Source: an optimization exercise on an open RTL-to-GDS flow (aim: small area). Production flows keep margins and buffers that such runs may drop.
RTL that was checked went through simulation tests only; none was proved equivalent to the original.
The clock input has no modelled driver; a real chip could not lean on it and would need a root buffer or a full tree.

== old ==
// EECS3216_Project
module EECS3216_Project(input MAX10_CLK1_50, input rst, input KEY1, output reg [9:0] LEDR,
								output reg [6:0] HEX0, HEX1, HEX2, HEX3,
								output reg	rdyLight, speedOneLight, speedTwoLight, speedThreeLight);
localparam [2:0] S_RDY = 3'd0, S_ONE = 3'd1, S_TWO = 3'd2, S_THREE = 3'd3, S_WIN = 3'd4;
reg [2:0] st;
reg [7:0] counter;      
reg [3:0] lp;
localparam [3:0] Z9 = 4'd15;
reg [2:0] gs;           
reg toggle, blink;
reg m;
reg led4, led5;
wire over = st[2];
wire is_rdy = (st[1:0] == 2'd0);
wire press = !KEY1 && toggle;
wire hit = lp[2] & !lp[1] & !lp[0];        
wire good = press && hit;
wire lp_hi = lp[3];                        
wire at0 = !lp[3] & !lp[2] & !lp[1] & !lp[0];
wire at1 = !lp[3] & !lp[2] & !lp[1] & lp[0];
wire at2 = !lp[2] & lp[1] & !lp[0];
wire at3 = !lp[2] & lp[1] & lp[0];
wire at5 = lp[2] & !lp[1] & lp[0];
wire at6 = lp[2] & lp[1] & !lp[0];
wire at7 = !lp[3] & lp[2] & lp[1] & lp[0];
wire at8 = lp[3] & !lp[0];
wire at9 = lp[3] & !lp[1] & lp[0];
wire [3:0] lp_dn = lp[3] ? {lp[0], !lp[0], !lp[0], !lp[0]}
                         : {at0, lp[2] & (lp[1] | lp[0]), (lp[1] & lp[0]) | hit, !lp[0]};
wire [3:0] lp_up = lp[3] ? {1'b1, !lp[0], !lp[0], 1'b1}
                         : {lp[2] & lp[1] & lp[0], lp[2] ^ (lp[1] & lp[0]), lp[1] ^ lp[0], !lp[0]};
wire [7:0] c = counter;
reg tick;
always @* begin
	case (st[1:0])
		2'd1: tick = c[7] & c[6] & c[2] & c[1];
		2'd3: tick = c[6] | (c[5] & c[4]);
		default: tick = c[7] | (c[6] & c[5] & (c[4] | c[3] | c[2] | c[1]));
	endcase
end
wire blink_v = blink | good;
wire blink_tick = tick && !over && is_rdy && blink_v;
wire sweep_tick = tick && !over && !(is_rdy && blink_v);
wire gs_zero = gs == 3'd0;
reg [2:0] nst;
always @* begin
	nst = st;
	case (st)
		S_RDY: if (!blink && (gs[1] | gs[0])) nst = {1'b0, gs[1:0]};
		S_ONE: if (gs_zero) nst = {1'b1, st[1:0]}; else if (gs[1]) nst = S_RDY;
		S_TWO: if (gs_zero) nst = {1'b1, st[1:0]}; else if (gs[0]) nst = S_RDY;
		S_THREE: if (gs_zero) nst = {1'b1, st[1:0]}; else if (gs[2]) nst = S_WIN;
		default: nst = st;
	endcase
end
always @(posedge MAX10_CLK1_50) begin
	if (rst) begin
  ...
Size in the first run: about 190 cells after synthesis, ~1200 um2 of cells after synthesis.
==> module EECS3216_Project, before the edit <==
module EECS3216_Project(input MAX10_CLK1_50, input rst, input KEY1, output reg [9:0] LEDR,
								output reg [6:0] HEX0, HEX1, HEX2, HEX3,
								output reg	rdyLight, speedOneLight, speedTwoLight, speedThreeLight);
localparam [2:0] S_RDY = 3'd0, S_ONE = 3'd1, S_TWO = 3'd2, S_THREE = 3'd3, S_WIN = 3'd4;
reg [2:0] st;
reg [7:0] counter;      
reg [3:0] lp;
localparam [3:0] Z9 = 4'd15;
reg [2:0] gs;           
reg toggle, blink;
reg m;
reg led4, led5;
wire over = st[2];
wire is_rdy = (st[1:0] == 2'd0);
wire press = !KEY1 && toggle;
wire hit = lp[2] & !lp[1] & !lp[0];        
wire good = press && hit;
wire lp_hi = lp[3];                        
wire at0 = !lp[3] & !lp[2] & !lp[1] & !lp[0];
wire at1 = !lp[3] & !lp[2] & !lp[1] & lp[0];
wire at2 = !lp[2] & lp[1] & !lp[0];
wire at3 = !lp[2] & lp[1] & lp[0];
wire at5 = lp[2] & !lp[1] & lp[0];
wire at6 = lp[2] & lp[1] & !lp[0];
wire at7 = !lp[3] & lp[2] & lp[1] & lp[0];
wire at8 = lp[3] & !lp[0];
wire at9 = lp[3] & !lp[1] & lp[0];
wire [3:0] lp_dn = lp[3] ? {lp[0], !lp[0], !lp[0], !lp[0]}
                         : {at0, lp[2] & (lp[1] | lp[0]), (lp[1] & lp[0]) | hit, !lp[0]};
wire [3:0] lp_up = lp[3] ? {1'b1, !lp[0], !lp[0], 1'b1}
                         : {lp[2] & lp[1] & lp[0], lp[2] ^ (lp[1] & lp[0]), lp[1] ^ lp[0], !lp[0]};
wire [7:0] c = counter;
reg tick;
always @* begin
	case (st[1:0])
		2'd1: tick = c[7] & c[6] & c[2] & c[1];
		2'd3: tick = c[6] | (c[5] & c[4]);
		default: tick = c[7] | (c[6] & c[5] & (c[4] | c[3] | c[2] | c[1]));
	endcase
end
wire blink_v = blink | good;
wire blink_tick = tick && !over && is_rdy && blink_v;
wire sweep_tick = tick && !over && !(is_rdy && blink_v);
wire gs_zero = gs == 3'd0;
reg [2:0] nst;
always @* begin
	nst = st;
	case (st)
		S_RDY: if (!blink && (gs[1] | gs[0])) nst = {1'b0, gs[1:0]};
		S_ONE: if (gs_zero) nst = {1'b1, st[1:0]}; else if (gs[1]) nst = S_RDY;
		S_TWO: if (gs_zero) nst = {1'b1, st[1:0]}; else if (gs[0]) nst = S_RDY;
		S_THREE: if (gs_zero) nst = {1'b1, st[1:0]}; else if (gs[2]) nst = S_WIN;
		default: nst = st;
	endcase
end
always @(posedge MAX10_CLK1_50) begin
	if (rst) begin
		st <= S_RDY;
		counter <= 0;
		lp <= 0;
		gs <= 3'd1;
		toggle <= 1;
		blink <= 1;
		led4 <= 0;
		led5 <= 0;
		m <= 1;
	end else begin
		st <= nst;
		counter <= tick ? 8'd0 : counter + 8'd1;
		if (KEY1) toggle <= 1;
		if (press) begin
			toggle <= 0;
			if (!hit) gs <= 3'd0;
			else gs <= {gs[2] | (gs[1] & gs[0]), gs[1] ^ gs[0], !gs[2] & !gs[0]};    
		end
		m <= nst != st;
		if (blink_tick) begin
			lp <= lp_up;
			led5 <= !lp_hi & !led5;
		end else if (sweep_tick) begin
			if (hit) led4 <= 1;
			if (at3) led4 <= 0;
			if (at5) led5 <= 1;
			if (hit) led5 <= 0;
			lp <= lp_dn;
		end else if (good && !over)
			lp <= 4'd0;
		blink <= blink_v && !(blink_tick && lp_hi);
	end
end
reg [1:0] q;
reg first;
always @* begin
	LEDR[0] = at9;                         
	LEDR[1] = !blink && at0;
	LEDR[2] = !blink && at1;
	LEDR[3] = !blink && at2;
	LEDR[4] = led4;
	LEDR[5] = led5;
	LEDR[6] = !blink && at5;
	LEDR[7] = !blink && at6;
	LEDR[8] = !blink && at7;
	LEDR[9] = !blink && at8;
	first = 0;
	if (over) q = (st[1:0] == 2'd0) ? 2'd3 : st[1:0];
	else if (!m) q = st[1:0];
	else if (st[1:0] != 2'd0) q = 2'd0;            
	else begin                                      
		first = !gs[1];                             
		q = {gs[1] & gs[0], gs[1] & !gs[0]};
	end
	rdyLight = q != 2'd0 && !first;
	speedOneLight = q != 2'd1 && !first;
	speedTwoLight = q != 2'd2 && !first;
	speedThreeLight = q != 2'd3 && !first;
	HEX3 = 7'b1111111; HEX2 = 7'b1111111; HEX1 = 7'b1111111; HEX0 = 7'b1111111;
	if (over && !m) begin
		if (st[1:0] != 2'd0) begin
			HEX3 = 7'b1000111; HEX2 = 7'b1000000; HEX1 = 7'b0010010; HEX0 = 7'b0000110;
		end else begin
			HEX2 = 7'b0010001; HEX1 = 7'b0001000; HEX0 = 7'b0010001;
		end
	end
end
endmodule
export LEC_CHECK = 0
export CAP_MARGIN = 20
export CORE_AREA = 3 3 63 63
export DIE_AREA = 0 0 66 66
export SLEW_MARGIN = 20
create_clock -name core_clock -period 10.0 [get_ports {MAX10_CLK1_50}]
standard.sh (not shown) runs the stock make flow with config.mk's settings and CLKGATE_MAP_FILE= SYNTH_SCRIPT=/design/flow/synth_recipe.tcl, a recipe that flattens the netlist after the stock synthesis.
==> flow/flow/run.sh <==
#!/bin/bash
# Own layout flow: the standard flow, with these changes.
#  1. After the standard synthesis, the combinational logic is re-mapped for area with
#     ABC (flow/resynth.sh, script flow/area.abc, twelve random tries, smallest kept). Every
#     flip-flop instance is kept as the standard synthesis made it (same names, same cells).
#     The re-mapped netlist is proved equivalent to the standard one (flow/eqcheck.sh),
#     else the standard one is used.
#  2. Ports are buffered with sky130_fd_sc_hd__buf_1 instead of the default buffer.
#  3. The clock tree is built without dummy loads, then (flow/post_cts.tcl) replaced by a
#     single clkbuf_16, fed from the clock port, driving every register.
# Each tool's output goes to its own log file in this folder.
set -euo pipefail
export BUFFER_PORTS_ARGS="-buffer_cell sky130_fd_sc_hd__buf_1"
export CTS_ARGS="-sink_clustering_enable -repair_clock_nets -dont_use_dummy_load -buf_list sky130_fd_sc_hd__clkbuf_8"
export POST_CTS_TCL="$PWD/flow/post_cts.tcl"
YOSYS=yosys
if ! command -v yosys >/dev/null 2>&1; then YOSYS="$FLOW_HOME/../tools/install/yosys/bin/yosys"; fi
export YOSYS
R=orfs/results/${FLOW_PLATFORM:-sky130hd}/EECS3216_Project/base
bash standard.sh synth > synth_make.log 2>&1
cp $R/1_2_yosys.v std_synth.v
# twelve tries: seeds 1..8 with "amap -m", seeds 1..4 with "amap"
TRIES="m1 m2 m3 m4 m5 m6 m7 m8 a1 a2 a3 a4"
for wave in "m1 m2 m3 m4" "m5 m6 m7 m8" "a1 a2 a3 a4"; do
  for t in $wave; do
    s=${t:1}
    if [[ ${t:0:1} == m ]]; then m="amap -m"; else m="amap"; fi
    sed -e "s/&deepsyn -T 10/\&deepsyn -T 10 -S $s/" -e "s/amap/$m/" flow/area.abc > area_$t.abc
    ( bash flow/resynth.sh std_synth.v resynth_$t.v "$PWD/area_$t.abc" > resynth_$t.log 2>&1 &&
      bash flow/eqcheck.sh std_synth.v resynth_$t.v > eqcheck_$t.log 2>&1 ) || true &
  done
  wait
done
best=""; best_area=""
for s in $TRIES; do
  if grep -q EQUIV_OK eqcheck_$s.log 2>/dev/null; then
    a=$(grep "Chip area" resynth_$s.log | tail -1 | awk '{print $NF}')
    if [[ -z "$best" ]] || awk "BEGIN{exit !($a < $best_area)}"; then best=$s; best_area=$a; fi
  fi
done
if [[ -n "$best" ]]; then
  cp resynth_$best.v $R/1_2_yosys.v
  echo "using re-mapped netlist from try $best, area $best_area" > netlist_choice.log
else
  echo "using standard netlist" > netlist_choice.log
fi
touch $R/1_2_yosys.v
bash standard.sh > finish_make.log 2>&1
Other scripts of this flow, unchanged in this note and not shown: flow/flow/area.abc, flow/flow/eqcheck.sh, flow/flow/post_cts.tcl, flow/flow/resynth.sh
old | stages: all done | timing, DRC, antenna: all pass
For new, these inputs were changed with respect to old:
--- a/flow/design.v
+++ b/flow/design.v
@@ -1,17 +1,19 @@
 module EECS3216_Project(input MAX10_CLK1_50, input rst, input KEY1, output reg [9:0] LEDR,
 								output reg [6:0] HEX0, HEX1, HEX2, HEX3,
 								output reg	rdyLight, speedOneLight, speedTwoLight, speedThreeLight);
-localparam [2:0] S_RDY = 3'd0, S_ONE = 3'd1, S_TWO = 3'd2, S_THREE = 3'd3, S_WIN = 3'd4;
+localparam [2:0] S_RDY = 3'd0, S_ONE = 3'd1, S_TWO = 3'd2, S_THREE = 3'd3;
+localparam [2:0] S_LOSE = 3'd4, S_LOSE_SHOWN = 3'd5, S_WIN = 3'd6, S_WIN_SHOWN = 3'd7;
 reg [2:0] st;
 reg [7:0] counter;      
 reg [3:0] lp;
 localparam [3:0] Z9 = 4'd15;
 reg [2:0] gs;           
 reg toggle, blink;
-reg m;
+reg [1:0] p;
 reg led4, led5;
 wire over = st[2];
+wire first = p[1] & p[0] & !st[2] & !st[0];    
 wire is_rdy = (st[1:0] == 2'd0);
 wire press = !KEY1 && toggle;
 wire hit = lp[2] & !lp[1] & !lp[0];        
 wire good = press && hit;
@@ -46,12 +48,12 @@
 always @* begin
 	nst = st;
 	case (st)
 		S_RDY: if (!blink && (gs[1] | gs[0])) nst = {1'b0, gs[1:0]};
-		S_ONE: if (gs_zero) nst = {1'b1, st[1:0]}; else if (gs[1]) nst = S_RDY;
-		S_TWO: if (gs_zero) nst = {1'b1, st[1:0]}; else if (gs[0]) nst = S_RDY;
-		S_THREE: if (gs_zero) nst = {1'b1, st[1:0]}; else if (gs[2]) nst = S_WIN;
-		default: nst = st;
+		S_ONE: if (gs_zero) nst = S_LOSE; else if (gs[1]) nst = S_RDY;
+		S_TWO: if (gs_zero) nst = S_LOSE; else if (gs[0]) nst = S_RDY;
+		S_THREE: if (gs_zero) nst = S_LOSE; else if (gs[2]) nst = S_WIN;
+		default: nst = {1'b1, st[1], 1'b1};
 	endcase
 end
 always @(posedge MAX10_CLK1_50) begin
 	if (rst) begin
@@ -62,9 +64,9 @@
 		toggle <= 1;
 		blink <= 1;
 		led4 <= 0;
 		led5 <= 0;
-		m <= 1;
+		p <= 2'd3;
 	end else begin
 		st <= nst;
 		counter <= tick ? 8'd0 : counter + 8'd1;
 		if (KEY1) toggle <= 1;
@@ -72,9 +74,9 @@
 			toggle <= 0;
 			if (!hit) gs <= 3'd0;
 			else gs <= {gs[2] | (gs[1] & gs[0]), gs[1] ^ gs[0], !gs[2] & !gs[0]};    
 		end
-		m <= nst != st;
+		if (!over) p <= st[1:0];
 		if (blink_tick) begin
 			lp <= lp_up;
 			led5 <= !lp_hi & !led5;
 		end else if (sweep_tick) begin
@@ -87,10 +89,8 @@
 			lp <= 4'd0;
 		blink <= blink_v && !(blink_tick && lp_hi);
 	end
 end
-reg [1:0] q;
-reg first;
 always @* begin
 	LEDR[0] = at9;                         
 	LEDR[1] = !blink && at0;
 	LEDR[2] = !blink && at1;
@@ -100,26 +100,16 @@
 	LEDR[6] = !blink && at5;
 	LEDR[7] = !blink && at6;
 	LEDR[8] = !blink && at7;
 	LEDR[9] = !blink && at8;
-	first = 0;
-	if (over) q = (st[1:0] == 2'd0) ? 2'd3 : st[1:0];
-	else if (!m) q = st[1:0];
-	else if (st[1:0] != 2'd0) q = 2'd0;            
-	else begin                                      
-		first = !gs[1];                             
-		q = {gs[1] & gs[0], gs[1] & !gs[0]};
-	end
-	rdyLight = q != 2'd0 && !first;
-	speedOneLight = q != 2'd1 && !first;
-	speedTwoLight = q != 2'd2 && !first;
-	speedThreeLight = q != 2'd3 && !first;
+	rdyLight = p != 2'd0 && !first;
+	speedOneLight = p != 2'd1 && !first;
+	speedTwoLight = p != 2'd2 && !first;
+	speedThreeLight = p != 2'd3;
 	HEX3 = 7'b1111111; HEX2 = 7'b1111111; HEX1 = 7'b1111111; HEX0 = 7'b1111111;
-	if (over && !m) begin
-		if (st[1:0] != 2'd0) begin
-			HEX3 = 7'b1000111; HEX2 = 7'b1000000; HEX1 = 7'b0010010; HEX0 = 7'b0000110;
-		end else begin
-			HEX2 = 7'b0010001; HEX1 = 7'b0001000; HEX0 = 7'b0010001;
-		end
+	if (st == S_LOSE_SHOWN) begin
+		HEX3 = 7'b1000111; HEX2 = 7'b1000000; HEX1 = 7'b0010010; HEX0 = 7'b0000110;
+	end else if (st == S_WIN_SHOWN) begin
+		HEX2 = 7'b0010001; HEX1 = 7'b0001000; HEX0 = 7'b0010001;
 	end
 end
 endmodule
[summary]
Final core utilization in new vs old: down 0.70 points. Compared new vs old, and area growth from synthesis to layout is up in new. Comparing new and old, the higher met2 routing resource usage after global routing is on old. Via count of the first global-routing pass: new lower than old. Taking old as the reference point, the critical path depth of new rises by 1.
Function not checked in old: the RTL went through the layout flow alone.

## afterwards: timing with drivers on the ports
The results above use ideal ports. As a check the final layouts listed here were re-extracted and re-timed, cells and wires unchanged. Step 1 assumes that a clkbuf_16 drives the clock port and a buf_2 every other input. Step 2, shift: input delay + t, output delay - t, t = (earliest + latest rising clock arrival at the registers) / 2. This alone moves slack from input paths to output paths. Slacks: no drivers / after step 1 / after step 2; pairs: no drivers / after step 1.
| run | shift t [ns] | setup slack, ns | hold WS [ns] | cell pins on the clock port's net |
|---|---|---|---|---|
| old | 0.180 | 6.406 / 6.377 / 6.557 | 0.440 / 0.440 / 0.440 | 1 |
| new | 0.185 | 6.549 / 6.519 / 6.563 | 0.442 / 0.442 / 0.442 | 1 |
After both steps every run listed still meets setup and hold.
